Context: an optimization exercise on an open-source flow, tuned for small area and a short achievable clock period. The choices shown serve that exercise and are no tape-out recipe.

==> flow/design.v <==
`timescale 1ns / 1ps
module cla_carry #(
    parameter W = 32,
    parameter L = 5,         
    parameter CI = 0         
    ) (
    input wire [W-1:0] g,
    input wire [W-1:0] p,
    output wire c
    );
    wire [W-1:0] gk [0:L];   
    wire [W-1:0] pk [0:L];   
    assign gk[0] = g;
    assign pk[0] = p;
    genvar k, i;
    generate
        for (k = 1; k <= L; k = k + 1) begin : lvl
            for (i = 0; i < (W >> k); i = i + 1) begin : node
                assign gk[k][i] = gk[k-1][2*i+1] | (pk[k-1][2*i+1] & gk[k-1][2*i]);
                assign pk[k][i] = pk[k-1][2*i+1] & pk[k-1][2*i];
            end
            assign gk[k][W-1:(W >> k)] = {(W - (W >> k)){1'b0}};
            assign pk[k][W-1:(W >> k)] = {(W - (W >> k)){1'b0}};
        end
    endgenerate
    assign c = gk[L][0] | (CI != 0 && pk[L][0]);
endmodule
`timescale 1ns / 1ps
module hft_fpga_low_latency(
    input wire core_clk,
    input wire reset,
    input wire cfg_we,
    input wire [1:0] cfg_addr,
    input wire [31:0] cfg_wdata,
    input wire [63:0] raw_market_data,
    input wire raw_valid,
    output wire [127:0] mg_tx_data,
    output wire mg_tx_valid
    );
    reg [31:0] threshold_n;      
    reg [31:0] risk_min_n;       
    reg [31:0] risk_max_n;       
    always @(posedge core_clk) begin
        if (reset) begin
            threshold_n <= ~32'd1000;
            risk_min_n <= ~32'd1000;
            risk_max_n <= ~32'd5000;
        end else if (cfg_we) begin
            case (cfg_addr)
                2'd0: threshold_n <= ~cfg_wdata;
                2'd1: risk_min_n <= ~cfg_wdata;
                2'd2: risk_max_n <= ~cfg_wdata;
                default: ;
            endcase
        end
    end
    wire [31:0] price = raw_market_data[31:0];
    wire below_threshold;    
    wire below_min;          
    wire within_max;         
    cla_carry #(.W(32), .L(5), .CI(0)) u_cmp_thr (
        .g(~(threshold_n | price)), .p(~(threshold_n & price)), .c(below_threshold));
    cla_carry #(.W(32), .L(5), .CI(0)) u_cmp_min (
        .g(~(risk_min_n | price)), .p(~(risk_min_n & price)), .c(below_min));
    cla_carry #(.W(32), .L(5), .CI(1)) u_cmp_max (
        .g(~(risk_max_n | price)), .p(~(risk_max_n & price)), .c(within_max));
    wire approve = raw_valid && (raw_market_data[63:56] == 8'h01) &&
                   below_threshold && !below_min && within_max;
    reg [55:0] order_data;
    always @(posedge core_clk) begin
        order_data <= raw_market_data[55:0];
    end
    reg [31:0] order_seq;
    reg order_valid;
    reg order_count;
    wire [31:0] seq_ones_below;
    assign seq_ones_below[0] = 1'b1;
    genvar gi;
    generate
        for (gi = 1; gi < 32; gi = gi + 1) begin : g_ones
            assign seq_ones_below[gi] = &order_seq[gi-1:0];
        end
    endgenerate
    always @(posedge core_clk) begin
        if (reset) begin
            order_seq <= 32'd0;
            order_count <= 1'b0;
        end else begin
            order_seq <= order_seq ^ ({32{order_count}} & seq_ones_below);
            order_count <= approve;
        end
    end
    always @(posedge core_clk or posedge reset) begin
        if (reset)
            order_valid <= 1'b0;
        else
            order_valid <= approve;
    end
    assign mg_tx_data = {order_seq, 8'h01, order_data, 32'h0000_0000};
    assign mg_tx_valid = order_valid;
endmodule
export LEC_CHECK = 0
export ABC_AREA = 1
export CAP_MARGIN = 20
export CORE_MARGIN = 2
export CORE_UTILIZATION = 40
export CTS_BUF_LIST = sky130_fd_sc_hd__clkbuf_4 sky130_fd_sc_hd__clkbuf_8
export SETUP_SLACK_MARGIN = 2.27
export SLEW_MARGIN = 20
create_clock -name core_clock -period 4.0 [get_ports {core_clk}]
standard.sh (not shown) runs the stock make flow with config.mk's settings and CLKGATE_MAP_FILE= SYNTH_SCRIPT=/design/flow/synth_recipe.tcl, a recipe that flattens the netlist after the stock synthesis.
==> flow/flow/run.sh <==
#!/bin/bash
set -euo pipefail
cts_bufs=$(sed -n 's/^export CTS_BUF_LIST *= *//p' config.mk)
bash standard.sh synth > synth.log 2>&1
bash standard.sh finish \
  BUFFER_PORTS_ARGS="-buffer_cell sky130_fd_sc_hd__buf_1" \
  SKIP_REPAIR_TIE_FANOUT=1 \
  CTS_ARGS="-sink_clustering_enable -repair_clock_nets -dont_use_dummy_load -root_buf sky130_fd_sc_hd__clkbuf_16 -buf_list {$cts_bufs}" \
  > layout.log 2>&1
Change:
Settings changed: SETUP_SLACK_MARGIN 2.27 to 2.25.
Effect:
- The new run completed with no timing, DRC or antenna violations
- area after synthesis stays the same
- non-clock buffer count goes down by 12
- die area stays the same
- design area goes down slightly
- core utilization goes down by 0.91 points
- wire length goes down slightly
No functional check of the RTL was part of any run of this note.

## afterwards: timing with drivers on the ports
How much do the figures lean on ideal ports? The routed layouts below were timed once more, with nothing changed but the port constraints. Step 1: set_driving_cell puts a clkbuf_16 on core_clk and a buf_2 on each other input, an assumption about the parent block. Step 2 moves the port delays by t, midway between the first and last clock arrival at a register: inputs arrive t later, outputs are due t later. That takes back most of the time a late clock gives input paths. Slacks: ideal / step 1 / step 2; pairs: ideal / step 1.
run	t (ns)	setup slack, ns	slew at the worst register clock pin (ns)	worst slew at a driven data input, ns	pins driven straight from the clock port
the first run	0.413	2.322 / 2.276 / 1.943	0.09 / 0.09	0.07	1
the second run	0.413	2.305 / 2.259 / 1.957	0.10 / 0.10	0.07	1
After both steps setup and hold are still met in every run listed. The setup slack of the first run, which loses most, moves by -0.046 ns with the drivers and by -0.379 ns with both steps.
